Background: an optimization exercise with open tools, aiming at small area. Do not read the settings as production practice.
Function was checked by simulation only, so behaviour that the tests miss may differ from the original.
Power figures rest on the tool's default switching activity, not on a simulated workload.

==> run a: inputs <==
==> flow/design.v <==
module sevseg (
    input  [3:0] d,
    output [6:0] seg
    );
    assign seg[0] = (d[2] & ~d[1] & ~d[0]) | (~d[3] & ~d[2] & ~d[1] & d[0]);
    assign seg[1] = (d[2] & d[1] & ~d[0]) | (d[2] & ~d[1] & d[0]);
    assign seg[2] = ~d[2] & d[1] & ~d[0];
    assign seg[3] = (d[2] & ~d[1] & ~d[0]) | (~d[2] & ~d[1] & d[0]) | (d[2] & d[1] & d[0]);
    assign seg[4] = d[0] | (d[2] & ~d[1]);
    assign seg[5] = (~d[2] & d[1]) | (d[1] & d[0]) | (~d[3] & ~d[2] & d[0]);
    assign seg[6] = (~d[3] & ~d[2] & ~d[1]) | (d[2] & d[1] & d[0]);
endmodule
module Digital_Clock(
    input clk,
    input rst,
    input IO_BTN_C, IO_BTN_U, IO_BTN_L, IO_BTN_R, IO_BTN_D,
    input [0:0] IO_SWITCH,
    output [6:0] IO_SSEG, output [3:0] IO_SSEG_SEL,
    output [0:0] IO_LED
    );
    reg [1:0] ca;
    reg [2:0] cj;
    reg       mode;          
    reg [5:0] Seconds;       
    reg [2:0] mt;            
    reg [3:0] mo;            
    reg [4:0] hr;            
    reg       current_bit;
    reg       Military_or_AMPM;
    reg       AM_PM;
    assign IO_LED[0] = AM_PM;
    wire cj5   = cj[2] & ~cj[1];
    wire ctr5  = ca[1] | ca[0] | cj5;            
    wire ctr23 = ca[1] & ~ca[0] & cj5;           
    wire tick  = mode & ctr5;                    
    wire tickm = tick & ~current_bit;
    wire tickh = tick & current_bit;
    wire sec60 = Seconds[5] & ~Seconds[4] & ~Seconds[2] & ~Seconds[1] & ~Seconds[0];
    wire [5:0] sec_inc = {Seconds[4:0], ~(Seconds[5] ^ Seconds[4])};
    wire min60 = mt[2] & mt[1];
    wire mo9   = mo[3] & mo[0];
    wire mo0   = ~(mo[3] | mo[2] | mo[1] | mo[0]);
    wire m_nz  = ~mo0 | (mt != 3'd0);
    wire h_nz;
    wire dn = IO_BTN_D, up = IO_BTN_U;
    wire dec_m = tickm & dn & (m_nz | h_nz);
    wire inc_m = sec60 | (tickm & up & ~(dn & (m_nz | h_nz)));
    wire dec_h = dn & h_nz & (tickh | (tickm & ~m_nz));
    wire inc_h = min60 | (tickh & up & ~(dn & h_nz));
    wire ci_m = inc_m & mo9;
    wire bi_m = dec_m & mo0;
    wire [3:0] n_mo; wire [2:0] n_mt; wire [4:0] n_h; wire [5:0] hdig;
    wire [0:0] h_ge12, h_nzv;
    assign h_nz = h_nzv[0];
    assign n_mo[0] = (~mo[0] & dec_m) | (~mo[0] & inc_m) | (mo[0] & ~inc_m & ~dec_m);
    assign n_mo[1] = (mo[1] & mo[0] & ~inc_m) | (mo[3] & ~mo[0] & dec_m) | (mo[1] & ~mo[0] & ~dec_m) | (~mo[3] & ~mo[1] & mo[0] & inc_m) | (mo[2] & ~mo[1] & ~mo[0] & dec_m);
    assign n_mo[2] = (mo[2] & ~mo[0] & ~dec_m) | (mo[3] & ~mo[0] & dec_m) | (mo[2] & ~mo[1] & mo[0]) | (mo[2] & mo[1] & ~inc_m) | (~mo[2] & mo[1] & mo[0] & inc_m);
    assign n_mo[3] = (mo[3] & ~mo[0] & ~dec_m) | (mo[3] & mo[0] & ~inc_m) | (mo[2] & mo[1] & mo[0] & inc_m) | (~mo[3] & ~mo[2] & ~mo[1] & ~mo[0] & dec_m);
    assign n_mt[0] = (~mt[0] & bi_m) | (~mt[0] & ci_m) | (mt[0] & ~ci_m & ~bi_m);
    assign n_mt[1] = (mt[1] & mt[0] & ~ci_m) | (mt[2] & ~mt[0] & bi_m) | (~mt[1] & mt[0] & ci_m) | (~mt[2] & mt[1] & ~mt[0] & ~bi_m);
    assign n_mt[2] = (mt[2] & mt[0]) | (mt[1] & mt[0] & ci_m) | (mt[2] & ~mt[1] & ~bi_m) | (~mt[2] & ~mt[1] & ~mt[0] & bi_m);
    assign n_h[0] = (~hr[0] & dec_h) | (~hr[0] & inc_h) | (hr[0] & ~inc_h & ~dec_h);
    assign n_h[1] = (hr[1] & ~hr[0] & ~dec_h) | (hr[1] & hr[0] & ~inc_h) | (~hr[1] & ~hr[0] & dec_h) | (~hr[1] & hr[0] & inc_h);
    assign n_h[2] = (hr[2] & ~hr[1] & ~dec_h) | (hr[2] & hr[0] & ~inc_h) | (hr[2] & hr[1] & ~hr[0]) | (~hr[2] & hr[1] & hr[0] & inc_h) | (~hr[2] & ~hr[1] & ~hr[0] & dec_h) | (~hr[4] & ~hr[3] & ~hr[2] & ~hr[1] & dec_h);
    assign n_h[3] = (hr[3] & hr[2] & ~inc_h) | (~hr[4] & hr[3] & ~hr[2] & ~dec_h) | (hr[3] & hr[0] & dec_h) | (hr[3] & ~hr[0] & inc_h) | (~hr[3] & hr[2] & hr[1] & hr[0] & inc_h) | (hr[3] & hr[1] & dec_h) | (hr[3] & hr[2] & ~hr[1]) | (~hr[3] & ~hr[2] & ~hr[1] & ~hr[0] & dec_h) | (~hr[4] & ~hr[3] & ~hr[2] & ~hr[1] & dec_h);
    assign n_h[4] = (hr[4] & hr[0]) | (hr[4] & hr[1]) | (hr[4] & hr[2]) | (hr[4] & ~hr[3] & ~dec_h) | (hr[3] & hr[2] & hr[1] & hr[0] & inc_h);
    assign hdig[0] = (hr[0]);
    assign hdig[1] = (~hr[4] & ~hr[3] & hr[1]) | (Military_or_AMPM & hr[3] & hr[2] & ~hr[1]) | (~Military_or_AMPM & ~hr[3] & ~hr[2] & hr[1]) | (~Military_or_AMPM & hr[3] & hr[2] & hr[1]) | (Military_or_AMPM & hr[4] & hr[2] & hr[1]) | (Military_or_AMPM & hr[4] & ~hr[3] & ~hr[2] & ~hr[1]) | (~Military_or_AMPM & hr[4] & hr[3]) | (hr[3] & hr[2] & ~hr[1] & ~hr[0]) | (~Military_or_AMPM & ~hr[4] & ~hr[3] & ~hr[2] & ~hr[0]);
    assign hdig[2] = (~hr[4] & ~hr[3] & hr[2]) | (Military_or_AMPM & hr[3] & hr[2] & hr[1]) | (~Military_or_AMPM & hr[4] & ~hr[3] & ~hr[2]) | (Military_or_AMPM & hr[4] & ~hr[2] & ~hr[1]);
    assign hdig[3] = (~hr[4] & hr[3] & ~hr[2] & ~hr[1]) | (~Military_or_AMPM & hr[4] & hr[2] & ~hr[1]) | (Military_or_AMPM & hr[4] & ~hr[2] & hr[1]);
    assign hdig[4] = (hr[3] & ~hr[2] & hr[1]) | (Military_or_AMPM & hr[3] & hr[2]) | (Military_or_AMPM & hr[4] & ~hr[3] & ~hr[2]) | (~Military_or_AMPM & hr[4] & hr[2] & hr[1]) | (~Military_or_AMPM & hr[4] & hr[3]) | (hr[3] & hr[2] & ~hr[1] & ~hr[0]) | (~Military_or_AMPM & ~hr[4] & ~hr[3] & ~hr[2] & ~hr[1] & ~hr[0]);
    assign hdig[5] = (Military_or_AMPM & hr[4] & hr[3]) | (Military_or_AMPM & hr[4] & hr[2]);
    assign h_ge12[0] = (hr[4]) | (hr[3] & hr[2]);
    assign h_nzv[0] = (hr[4]) | (hr[3]) | (hr[2]) | (hr[0]) | (hr[1]);
    reg [2:0] ph;
    reg [1:0] cl;
    reg       fr;                
    wire blank = ~ph[2] & ph[1] & ~ph[0];
    wire wrap  = ph[2] & ~ph[1];
    wire ph0   = ~ph[2] & ~ph[0];
    wire [1:0] cl_n = wrap ? {cl[0], ~cl[1]} : cl;
    reg [3:0] dig;
    always @(*) begin
        case (cl_n)
            2'b00: dig = mo;
            2'b01: dig = {1'b0, mt};
            2'b11: dig = hdig[3:0];
            default: dig = {2'b0, hdig[5:4]};
        endcase
    end
    reg [3:0] cd;                
    reg [3:0] L0, L2;            
    reg [2:0] L1;
    reg [1:0] L3;
    reg [3:0] O;                 
    always @(posedge clk) begin
        if (rst) begin
            ca <= 2'd0; cj <= 3'd0;
            mode <= 1'b1;
            Seconds <= 6'd0;
            mt <= 3'd0; mo <= 4'd0; hr <= 5'd0;
            current_bit <= 1'b0;
            AM_PM <= 1'b0;
            ph <= 3'b010;
            fr <= 1'b1;
            cl <= 2'd0;
            cd <= 4'd0;
        end else begin
            if (tick) begin
                ca <= 2'd0; cj <= 3'd0;
            end else begin
                cj <= {cj[1:0], ~cj[2]};
                if (cj5) ca <= {ca[0], ~ca[1]};
            end
            if (IO_BTN_C) mode <= ~mode;
            if (sec60) Seconds <= 6'd0;
            else if (!mode) begin
                if (ctr23) Seconds <= sec_inc;
                else if (IO_BTN_C) Seconds <= 6'd0;
            end
            mt <= n_mt; mo <= n_mo; hr <= n_h;
            if (!mode && IO_BTN_C) current_bit <= 1'b0;
            else if (tick && (IO_BTN_L || IO_BTN_R)) current_bit <= ~current_bit;
            AM_PM <= !Military_or_AMPM && h_ge12[0];
            ph <= {ph[1] & (ph[2] | ph[0]), ph[0], ~ph[2]};
            if (wrap && cl == 2'b10) fr <= 1'b0;
            cl <= cl_n;
            cd <= dig;
            case (cl)
                2'b00: L0 <= cd;
                2'b01: L1 <= cd[2:0];
                2'b11: L2 <= cd;
                default: L3 <= cd[1:0];
            endcase
        end
        Military_or_AMPM <= IO_SWITCH[0];
        if (fr && ph0) O <= 4'd8;
        else case (cl)
            2'b00: O <= L0;
            2'b01: O <= {1'b0, L1};
            2'b11: O <= L2;
            default: O <= {2'b0, L3};
        endcase
    end
    wire [6:0] seg;
    sevseg decoder(.d(O), .seg(seg));
    assign IO_SSEG = seg | {7{blank}};
    wire [1:0] clp = ph0 ? {~cl[0], cl[1]} : cl;   
    assign IO_SSEG_SEL = {4{blank}} | {~(clp == 2'b10), ~(clp == 2'b11), ~(clp == 2'b01), ~(clp == 2'b00)};
endmodule
==> flow/flow/run.sh <==
#!/bin/bash
# Own layout flow: the standard ORFS flow (standard.sh), with three changes:
#  - synthesis maps the logic with flow/abc_deep.script (deeper area-oriented
#    ABC optimisation) instead of ORFS's ABC script, and leaves adders to ABC
#    (no separate half/full adder cells); registers come out exactly as in
#    the standard synthesis;
#  - port buffers use sky130_fd_sc_hd__buf_1;
#  - CTS does not add dummy loads.
set -euo pipefail
W=$PWD
cp flow/abc_deep.script abc_deep.script
{
  echo "proc abc {args} {"
  echo "  set i [lsearch -exact \$args -script]"
  echo "  if {\$i >= 0} { lset args [expr {\$i + 1}] $W/abc_deep.script }"
  echo "  yosys abc {*}\$args"
  echo "}"
  echo "source $W/synth_recipe.tcl"
} > own_synth.tcl
bash standard.sh SYNTH_SCRIPT=$W/own_synth.tcl ADDER_MAP_FILE= \
  "BUFFER_PORTS_ARGS=-buffer_cell sky130_fd_sc_hd__buf_1" \
  "CTS_ARGS=-sink_clustering_enable -repair_clock_nets -dont_use_dummy_load" \
  finish > flow.log 2>&1
==> flow/flow/abc_deep.script <==
strash
&get -n
&deepsyn -T 20
&put
dch -f
amap
topo
==> flow/standard.sh <==
#!/bin/bash
# synth_recipe.tcl (not shown) runs the flow's synth.tcl, then flattens the netlist and writes it again
# the make line also repeats each setting of config.mk as NAME=value (left out here)
make -C /OpenROAD-flow-scripts/flow DESIGN_CONFIG=/design/flow/config.mk WORK_HOME=/design/flow/orfs CLKGATE_MAP_FILE= SYNTH_SCRIPT=/design/flow/synth_recipe.tcl "${@:-finish}"
==> flow/config.mk <==
export PLATFORM = sky130hd
export DESIGN_NAME = Digital_Clock
export DESIGN_NICKNAME = Digital_Clock
export VERILOG_FILES = /design/flow/design.v
export SDC_FILE = /design/flow/constraint.sdc
export NUM_CORES = 4
export LEC_CHECK = 0
export CAP_MARGIN = 20
export CORE_MARGIN = 2
export CORE_UTILIZATION = 35
export PLACE_DENSITY = 0.6
export SLEW_MARGIN = 20
==> flow/constraint.sdc <==
create_clock -name core_clock -period 10.0 [get_ports {clk}]
set_input_delay 2.0000 -clock core_clock [delete_from_list [all_inputs] [get_ports {clk}]]
set_output_delay 2.0000 -clock core_clock [all_outputs]
set_load 0.01 [all_outputs]
==> inputs of run b, as changes to run a <==
Settings changed: CORE_UTILIZATION 35 to 60, PLACE_DENSITY 0.6 to 0.75.
==> notes.md <==
Run status: run a timing/DRC/antenna clean; run b timing/DRC/antenna clean
Count of vias placed by the detailed router: run a 2,057; run b 2,059
Hold path start: run a cd[3]; run b cj[1]
Multi-input logic portion of the cell area: run a 37.5%; run b 38.0%
Internal Dissipation: run a 0.307 mW; run b 0.307 mW
Violation count after the first detailed-route iteration: run a 150; run b 93
Power drawn by the clock network: run a 0.108 mW; run b 0.109 mW
Die width: run a 86.1 um; run b 66.7 um
Placed Instance Area: run a 2530 sq um; run b 2500 sq um
Power spent charging and discharging nets: run a 0.121 mW; run b 0.122 mW
Cell row count: run a 29; run b 22
Detail-routed net length per standard cell: run a 12.8 um; run b 13.2 um
Final core utilization: run a 40.5%; run b 69.1%

-- afterwards: timing with drivers on the ports --
No port has a modelled driver above. Below, the same layouts with a new extraction and two added sets of constraints. Step 1: set_driving_cell puts a clkbuf_16 on clk and a buf_2 on each other input, an assumption about the parent block. Step 2 also shifts input and output timing later by t, the mid clock arrival at the registers, as if the neighbouring blocks saw the same clock. Slacks: ideal ports / drivers / drivers and shift; pairs: ideal ports / drivers.
| run | t, ns | slack for setup (ns) | cell pins on the clock port's net |
|---|---|---|---|
| run a | 0.322 | 6.088 / 6.060 / 6.238 | 1 |
| run b | 0.331 | 6.078 / 6.050 / 6.227 | 1 |
After both steps setup and hold are still met in every run listed.
